From an optimization exercise on the open Yosys and OpenROAD flow, aimed at small area, a short achievable clock period and few clock cycles; shortcuts taken in it are not production practice.
Function was checked by simulation only, so behaviour that the tests miss may differ from the original.
Power is estimated from default activity; no workload was simulated.

File: run.sh
#!/bin/bash
# synth_recipe.tcl (not shown) runs the flow's synth.tcl, then flattens the netlist and writes it again
# the make line also repeats each setting of config.mk as NAME=value (left out here)
make -C /OpenROAD-flow-scripts/flow DESIGN_CONFIG=/design/flow/config.mk WORK_HOME=/design/flow/orfs CLKGATE_MAP_FILE= SYNTH_SCRIPT=/design/flow/synth_recipe.tcl finish
File: config.mk
export PLATFORM = sky130hd
export DESIGN_NAME = JAM
export DESIGN_NICKNAME = JAM
export VERILOG_FILES = /design/flow/design.v
export SDC_FILE = /design/flow/constraint.sdc
export NUM_CORES = 4
export LEC_CHECK = 0
export CAP_MARGIN = 20
export CORE_MARGIN = 2
export CORE_UTILIZATION = 40
export SLEW_MARGIN = 20
File: constraint.sdc
create_clock -name core_clock -period 10.0 [get_ports {CLK}]
set_input_delay 2.0000 -clock core_clock [delete_from_list [all_inputs] [get_ports {CLK}]]
set_output_delay 2.0000 -clock core_clock [all_outputs]
set_load 0.01 [all_outputs]
File: design.v
module JAM (
input CLK,
input RST,
output reg [2:0] W,
output reg [2:0] J,
input [6:0] Cost,
output reg [3:0] MatchCount,
output reg [9:0] MinCost,
output reg Valid );
reg [6:0] Costmem [7:0][7:0];
reg [3:0] cur_state;
reg [3:0] next_state;
reg [2:0] W_temp;
reg [2:0] J_temp;
reg flag0; 
reg flag1; 
reg flag2; 
reg flag3; 
reg flag4; 
reg flag5; 
reg flag6; 
reg signed [3:0] diff [6:0];
reg signed [3:0] min;
reg        [2:0] find_index;
reg signed [3:0] val [7:0];
reg              swap_fin;
wire       [3:0] sel_idx = 4'd8 - casecon;
wire signed [3:0] val_sel = sel_idx[3] ? 4'sd0 : val[sel_idx[2:0]];
reg [2:0] casecon;
reg       cnt2;
wire  [9:0] MinCost_wire;
wire  [9:0] add_temp1 , add_temp2 , add_temp3 , add_temp4 ,add_temp12 , add_temp34;
assign  add_temp1 = Costmem[0][val[0]] + Costmem[1][val[1]];
assign  add_temp2 = Costmem[2][val[2]] + Costmem[3][val[3]];
assign  add_temp3 = Costmem[4][val[4]] + Costmem[5][val[5]];
assign  add_temp4 = Costmem[6][val[6]] + Costmem[7][val[7]];
assign  add_temp12 = add_temp1 + add_temp2;
assign  add_temp34 = add_temp3 + add_temp4;
assign  MinCost_wire =  add_temp12 +  add_temp34 ;
parameter [3:0] STATE_READ          = 4'b0000,
                STATE_SEARCH        = 4'b0001,
                STATE_CASE          = 4'b0010,
                STATE_COMP          = 4'b0011,
                STATE_SWAP          = 4'b0100,
                STATE_ADD           = 4'b0101,
                STATE_OUT           = 4'b0110;
always @(posedge CLK or posedge RST) begin
	if (RST) begin
		cur_state <= STATE_READ;
	end
	else begin
		cur_state <= next_state;
	end
end
always@(*) begin
    next_state = cur_state;
    case (cur_state)
        STATE_READ : begin    
            if (W_temp== 3'b111 & J_temp == 3'b111) begin
                next_state = STATE_ADD;  
            end
            else begin
                next_state = STATE_READ;
            end
        end
        STATE_SEARCH : begin   
            if(~Valid)
                next_state = STATE_CASE;
            else
                next_state = STATE_OUT;
        end
        STATE_CASE : begin       
            if (casecon ==0)begin
                next_state = STATE_SWAP;
            end
            else begin
                next_state = STATE_CASE;
            end
        end
        STATE_COMP : begin       
        end
        STATE_SWAP : begin       
            if ( flag6 || swap_fin)
                next_state = STATE_ADD;
            else
                next_state =STATE_SWAP;
        end
        STATE_ADD : begin        
            next_state = STATE_SEARCH;
        end
        STATE_OUT : begin
        end        
    endcase
end
integer i;
integer k;
integer m;
always @(*) begin
    case (cur_state)
         STATE_READ : begin
        end
        STATE_SEARCH : begin
        end
        STATE_CASE : begin
        end
        STATE_COMP : begin
        end
        STATE_SWAP : begin
        end
        STATE_ADD : begin
        end
        STATE_OUT : begin
        end        
    endcase
end
always @(posedge CLK or posedge RST) begin
    if (RST) begin
    for ( i=0; i<=7; i=i+1) begin
        for ( k=0; k<=7; k=k+1) begin
            Costmem[i][k] <= 7'b0000000;
        end            
        end        
        W <= 0;
        J <= 0;
        W_temp <= 0;
        J_temp <= 0;
        Valid <=0;
        MatchCount <= 4'b0000;
        MinCost <=10'd0;
        flag0 <= 0;
        flag1 <= 0;
        flag2 <= 0;
        flag3 <= 0;
        flag4 <= 0;
        flag5 <= 0;
        flag6 <= 0;
        val[0]  <= 3'd0;
        val[1]  <= 3'd1;
        val[2]  <= 3'd2;
        val[3]  <= 3'd3;
        val[4]  <= 3'd4;
        val[5]  <= 3'd5;
        val[6]  <= 3'd6;
        val[7]  <= 3'd7;
        for (m=0; m<=6; m=m+1) begin
            diff[m] <= 4'd0;
        end
        min <= 'd0;
        find_index <= 0;
        casecon <= 0;
        swap_fin <= 0;
        cnt2 <= 0;
        MinCost <= 10'd1023;
    end
    else begin
        case (cur_state)
            STATE_READ :begin        
                Costmem[W_temp][J_temp] <= Cost;
                W_temp <= W;
                J_temp <= J;
                if (J!=7) begin
                    J<= J+1;
                end
                else if (W!=7 && J==7) begin
                    W <= W+1;
                    J <=0;
                end
                else if (W==7 && J==7) begin
                    W<=0;
                    J<=0;
                end
                else begin
                    W<=0;
                    J<=0;
                end      
            end
            STATE_SEARCH : begin         
                if (val[7] > val[6]) begin
                    flag6 <=1;
                    casecon <= 3'd1;
                end
                else if (val[6] > val[5]) begin
                    flag5 <=1;
                    casecon <= 3'd2;
                end
                else if (val[5] > val[4]) begin
                    flag4 <=1;
                    casecon <= 3'd3;
                end
                else if (val[4] > val[3]) begin
                    flag3 <=1;
                    casecon <= 3'd4;
                end
                else if (val[3] > val[2]) begin
                    flag2 <=1;
                    casecon <= 3'd5;
                end
                else if (val[2] > val[1]) begin
                    flag1 <=1;
                    casecon <= 3'd6;
                end
                else if (val[1] > val[0]) begin
                    flag0 <=1;
                    casecon <= 3'd7;
                end
                else
                    Valid <= 1;
            end
            STATE_CASE : begin       
               case(1'b1)
                flag6: begin
                    diff[3'd7-casecon] <= val_sel-val[6];
                    casecon <= casecon - 1 ;
                    if(casecon == 'd1)begin
                        min  <= val_sel-val[6];
                        find_index <= 4'd8-casecon;
                    end
                end
                flag5: begin
                    diff[3'd7-casecon] <= val_sel-val[5];
                    casecon <= casecon - 1 ;
                    if(casecon == 'd2) begin
                        min  <= val_sel-val[5];
                        find_index <=  3'd6;                   
                    end
                    else begin
                        if( (min > val_sel-val[5]) && ((val_sel-val[5])> 0 ))begin
                            min <= val_sel-val[5];
                            find_index <= 4'd8-casecon;
                        end
                    end
                end
                flag4: begin
                    diff[3'd7-casecon] <= val_sel-val[4];
                    casecon <= casecon - 1 ;
                    if(casecon == 'd3) begin
                        min  <= val_sel-val[4];
                        find_index <=  3'd5;
                    end
                    else
                        if((min > val_sel-val[4]) && ((val_sel-val[4])> 0 ))begin
                            min <= val_sel-val[4];
                            find_index <= 4'd8-casecon;
                        end
                end
                flag3: begin
                    diff[3'd7-casecon] <= val_sel-val[3];
                    casecon <= casecon - 1 ;
                    if(casecon == 'd4) begin
                        min  <= val_sel-val[3];
                        find_index <=  3'd4;
                    end
                    else
                        if((min > val_sel-val[3]) && ((val_sel-val[3])> 0 ))begin
                            min <= val_sel-val[3];
                            find_index <= 4'd8-casecon;
                        end
                end
                flag2: begin
                    diff[3'd7-casecon] <= val_sel-val[2];
                casecon <= casecon - 1 ;
                    if(casecon == 'd5) begin
                        min  <= val_sel-val[2];
                        find_index <=  3'd3;
                    end
                    else
                        if((min > val_sel-val[2]) && ((val_sel-val[2])> 0 ))begin
                            min <= val_sel-val[2];
                            find_index <= 4'd8-casecon;
                        end
                end
                flag1: begin
                    diff[3'd7-casecon] <= val_sel-val[1];
                    casecon <= casecon - 1 ;
                    if(casecon == 'd6) begin
                        min  <= val_sel-val[1];
                        find_index <=  3'd2;
                    end
                    else
                        if((min > val_sel-val[1]) && ((val_sel-val[1])> 0 ))begin
                            min <= val_sel-val[1];
                            find_index <= 4'd8-casecon;
                        end
                end
                flag0: begin
                    diff[3'd7-casecon] <= val_sel-val[0];
                    casecon <= casecon - 1 ;
                    if(casecon == 'd7) begin
                        min  <= val_sel-val[0];
                        find_index <=  3'd1;
                    end
                    else
                        if((min > val_sel-val[0]) && ((val_sel-val[0])> 0 ))begin
                            min <= val_sel-val[0];
                            find_index <= 4'd8-casecon;
                        end
                end
            endcase
            end
            STATE_SWAP : begin     
                casecon <= 0;
                cnt2 <= cnt2 + 1;
                case(1'b1)
                    flag6: begin
                        val[6] <= val[7];
                        val[7] <= val[6];
                    end
                    flag5: begin
                        if(~cnt2) begin 
                            val[5] <= val[find_index];
                            val[find_index] <= val[5];
                            swap_fin <= 1;
                        end
                        else begin
                           val[6] <= val[7];
                           val[7] <= val[6];
                        end
                    end
                    flag4: begin
                        if(~cnt2) begin 
                            val[4] <= val[find_index];
                            val[find_index] <= val[4];
                            swap_fin <= 1;
                        end
                        else begin
                           val[5] <= val[7];
                           val[7] <= val[5];
                        end
                    end
                    flag3: begin
                        if(~cnt2) begin 
                            val[3] <= val[find_index];
                            val[find_index] <= val[3];
                            swap_fin <= 1;
                        end
                        else begin
                           val[4] <= val[7];
                           val[7] <= val[4];
                           val[5] <= val[6];
                           val[6] <= val[5];
                        end
                    end
                    flag2: begin
                        if(~cnt2) begin 
                            val[2] <= val[find_index];
                            val[find_index] <= val[2];
                            swap_fin <= 1;
                        end
                        else begin
                           val[3] <= val[7];
                           val[7] <= val[3];
                           val[4] <= val[6];
                           val[6] <= val[4];
                        end
                    end
                    flag1: begin
                        if(~cnt2) begin 
                            val[1] <= val[find_index];
                            val[find_index] <= val[1];
                            swap_fin <= 1;
                        end
                        else begin
                           val[2] <= val[7];
                           val[7] <= val[2];
                           val[3] <= val[6];
                           val[6] <= val[3];
                           val[4] <= val[5];
                           val[5] <= val[4];                           
                        end
                    end
                    flag0: begin
                        if(~cnt2) begin 
                            val[0] <= val[find_index];
                            val[find_index] <= val[0];
                            swap_fin <= 1; 
                        end
                        else begin
                           val[1] <= val[7];
                           val[7] <= val[1];
                           val[2] <= val[6];
                           val[6] <= val[2];
                           val[3] <= val[5];
                           val[5] <= val[3]; 
                        end
                    end
                endcase
            end
            STATE_ADD : begin
                cnt2 <= 0;
                find_index <= 3'd0;
                swap_fin <= 0;
                if (MinCost > MinCost_wire)begin
                    MinCost <= MinCost_wire;
                    MatchCount <=  1;
                end  
                else if(MinCost == MinCost_wire)begin
                    MatchCount <=  MatchCount + 1;
                end
                flag0 <= 0;  
                flag1 <= 0;   
                flag2 <= 0;
                flag3 <= 0;
                flag4 <= 0;
                flag5 <= 0;
                flag6 <= 0;       
            end
        endcase
    end
end
endmodule
==> run notes <==
worst max-delay path by stage:
stage / endpoint / slack [ns]
after floorplan: Costmem[0][0] / 0.83
after global placement: MinCost[3] / 1.94
after detailed placement: MinCost[2] / 1.89
after CTS: MinCost[3] / 1.89
after global routing: MinCost[2] / 1.25
final: MinCost[3] / 1.69
final cells by class:
class	instances	area (um^2)
clock inverters	29	508
flip-flops and latches	529	13300
repair buffers	108	873
multi-input cells	2816	21100
diodes	1	2.50
clock buffers	91	1870
well taps	1176	1470
inverters	151	571
fillers	8689	50100
cells by family after synthesis:
group | Yosys count | share of synthesized area, %
compound gates | 1001 | 18.4
xor+xnor | 26 | 0.631
fa+ha+maj | 160 | 6.55
buf+inv | 447 | 4.80
flops | 529 | 36.8
mux | 643 | 20.5
simple gates | 986 | 12.4
power by group through the flow:
stage | Clock (mW) | Sequential [mW] | Combinational, mW
after floorplan | 0 | 2.29 | 0.414
after global placement | 0 | 2.34 | 0.620
after detailed placement | 0 | 2.34 | 0.627
after CTS | 2.69 | 2.30 | 0.632
after global routing | 2.77 | 2.31 | 0.706
final | 2.67 | 2.30 | 0.648
metrics by stage:
step / instance area (um^2) / util [%]
floorplan: 36100 / -
global placement: 37300 / 41.5
detailed placement: 37300 / 41.5
CTS: 39600 / 44.2
global route: 39600 / 44.2
finish: 39600 / 44.2
cells in the final DEF (no fill, tap or decap), drive strengths merged, types with 47 or more instances in the layout:
cell    instances
mux2i         121
nor3           68
o21ai         190
a22oi          61
inv           145
a31oi          71
a21oi         269
mux2          497
fa             48
o22ai          47
ha            112
clkbuf         91
nand3          96
nor2          333
nand2         309
buf            86
dfrtp         507
a221oi         60
worst max-delay path: cells and delay by family (launching register included):
kind                       cells  cell delay [ns]
xor gates and xnor gates       1             0.12
and+or+nand+nor                8             1.59
buffers and inverters          5             1.01
adders and majority gates      7             2.84
DFF                            1             1.16
muxes                          1             0.35
AOI/OAI and AO/OA              9             1.17
per-layer routing:
metal	up-vias	GRT usage [%]	wire, um	share of wire [%]
li1	13823	-	-	-
met2	2337	44.2	60400	41
met5	-	0	11	0.0075
met4	2	12.6	6810	4.6
met1	16216	44.4	61500	42
met3	415	7.58	17800	12
sequential cells by signal, indices dropped and copies added (netlist names), 3 cells and up:
register and count:
W_temp 3, J 3, find_index 3, W 3, min 4, MinCost 10
val 32, Costmem 448, casecon 3, J_temp 3, MatchCount 4, cur_state 3
==> impl_results.md <==
- Mapped Cells: 3,792
- DRT Pass-1 Iters: 6
- Switching fraction of total power: between 20 and 30%
- Critical path endpoint category: flop
- Nets: 3,842
- R2R Path Start: val[4][2]
- Cts repair resizes: 0
- Starting Density: 40.2%
- Max Slew Vio Count: 0
- CP Data Required Time: 10.57 ns
- Via count: approximately 33,000
- CP max-delay cell: dfstp_2
- DR iter-0 viols: 5,228
- Setup TNS: 0 ns
- Worst-Margin Slew: 1.20 ns
- Primary FF master, synth: dfrtp_1
- Clk pin slew, worst setup/hold paths: 0.06 ns
- CP max stage delay: 1.16 ns
- Dpl hpwl: 104,000 um
- Placed Cells: 4,780
- Final Non-Filler Cells: 4,901
- Hold-fix buffers, CTS: 0
- Reg2reg setup slack: 1.69 ns
- Area grow syn2layout: 9.89%
- GPL Wtd Cong: 1.02
- TritonCTS clock tree: done
- Status: complete, no violations
- CTS Sinks: 529
- Setup bufs post-CTS: 0
- Worst Slack Setup Final: 1.69 ns
- Crit path max fanout: 41
- Arr. time, crit path: 8.89 ns
- Share of the synthesized area in the top cell type: 35.2%
- Clock tree buffer depth: 3
- Root buffer cell: clkbuf_16
- Max Fclk: between 0.1 and 0.15 GHz
- Final ANT Viol Nets: 0
- Internal Power: about 4.1 mW
- Combinational power share: between 10% and 20%
- Minimum clock period: 8.31 ns
- Cell area after synthesis: 36,100 um^2
- Worst hold path type: reg2reg
- Initial antenna violation count: 4
- Seq/Total Area, Yosys: 36.8%
- Drt via density: 6.69
- VDD IR-drop max: 0.109 mV
- Worst Setup SP: val[4][2]
- Port Buffers: 29
- Routed WL: roughly 150,000 um
- Average size of a mapped cell: 9.51 um^2
- Ys Warns: 4
- Number of violations of the max-capacitance limit: 0
- Syn nets: ~4,000
- GRT overflow: 0
- Hold Startpoint: MinCost[8]
- First-pass GRT wire length: 215,000 um
- Total track usage: approximately 31%
- Power Dens Cells: 142 nW/um^2
- Ports: 30
- Hold_ws: 0.486 ns
- Pwr Total: 5.62 mW
- Commonest cells post-synth: 507 x dfrtp_1, 491 x mux2_2, 313 x nor2_1
- RSZ-0062 raised after global routing: no
- Pleak: 15.8 nW
- Fin crit share: 83.1%
- Clock group share of total power: a little under half
- Seq cells post-synth: ~530
- Hold Violations, Final: 0
- Yosys top cell by area: dfrtp_1
- Pre-CTS WS: around 1.9 ns
- Crit start category: flop
- Clock Skew: 0.0284 ns
- Layout cells sized above 1: about a fifth
- Ranking of synthesized cells by area: dfrtp_1 35%, mux2_2 15%, ha_1 3.9%, a21oi_1 3.7%, mux2i_1 3.4%
- Routed len/inst: 29.9 um
- Slew headroom: slightly below 20%
- CTS buffer count: 67
- Net Sw Power: 1.54 mW
- Die area: 92,600 um^2
- Sequential Power Share: 41.0%
- Most instantiated library cell after synthesis: dfrtp_1
- Worst-Skew Late Latency: 0.65 ns
- WHS Path Cells: 2
- Die Wd: 304 um
- Number of synthesized flops with an enable pin: 0
- Largest net degree at the start of global routing: 167
- Via count of the first global-routing pass: 30,628
- Yosys cell types: 85
- Worst r2r dst: MinCost[3]
- R2r worst-path depth: 31
- Worst setup path category: reg2reg
- Hold Path End: MinCost[8]
- Residual DRC count: 0
- Core Region: about 90,000 um^2
- Chip height: around 300 um
- Async set-reset flop share out of synthesis: 100%
- Final Setup Violations: 0
- Rows: 110
- # H-tree levels: 3
Testbench counts, summed over its fixed seeds: cycles 6,018,624.

-- separate check: timing with driven ports --
In the flow no input, the clock included, has a driving cell. The finished layout below was timed again as built, in two steps. Step 1, drivers: a clkbuf_16 drives CLK and a buf_2 each remaining input, both assumed. Step 2 adds t to the input delays and takes it off the output delays; t is the mean of the earliest and latest rising clock arrival at the registers after step 1. Input paths then give back, and output paths get back, about the clock's delay inside the block. Three values: no drivers, after step 1, after step 2; two values: the first two.
t, ns: 0.702
setup WS [ns]: 1.689 / 1.689 / 1.689
hold slack, ns: 0.486 / 0.486 / 0.486
After both steps setup and hold are still met in this run. For this run, drivers alone change the setup slack by 0.000 ns; drivers and shift together by 0.000 ns.
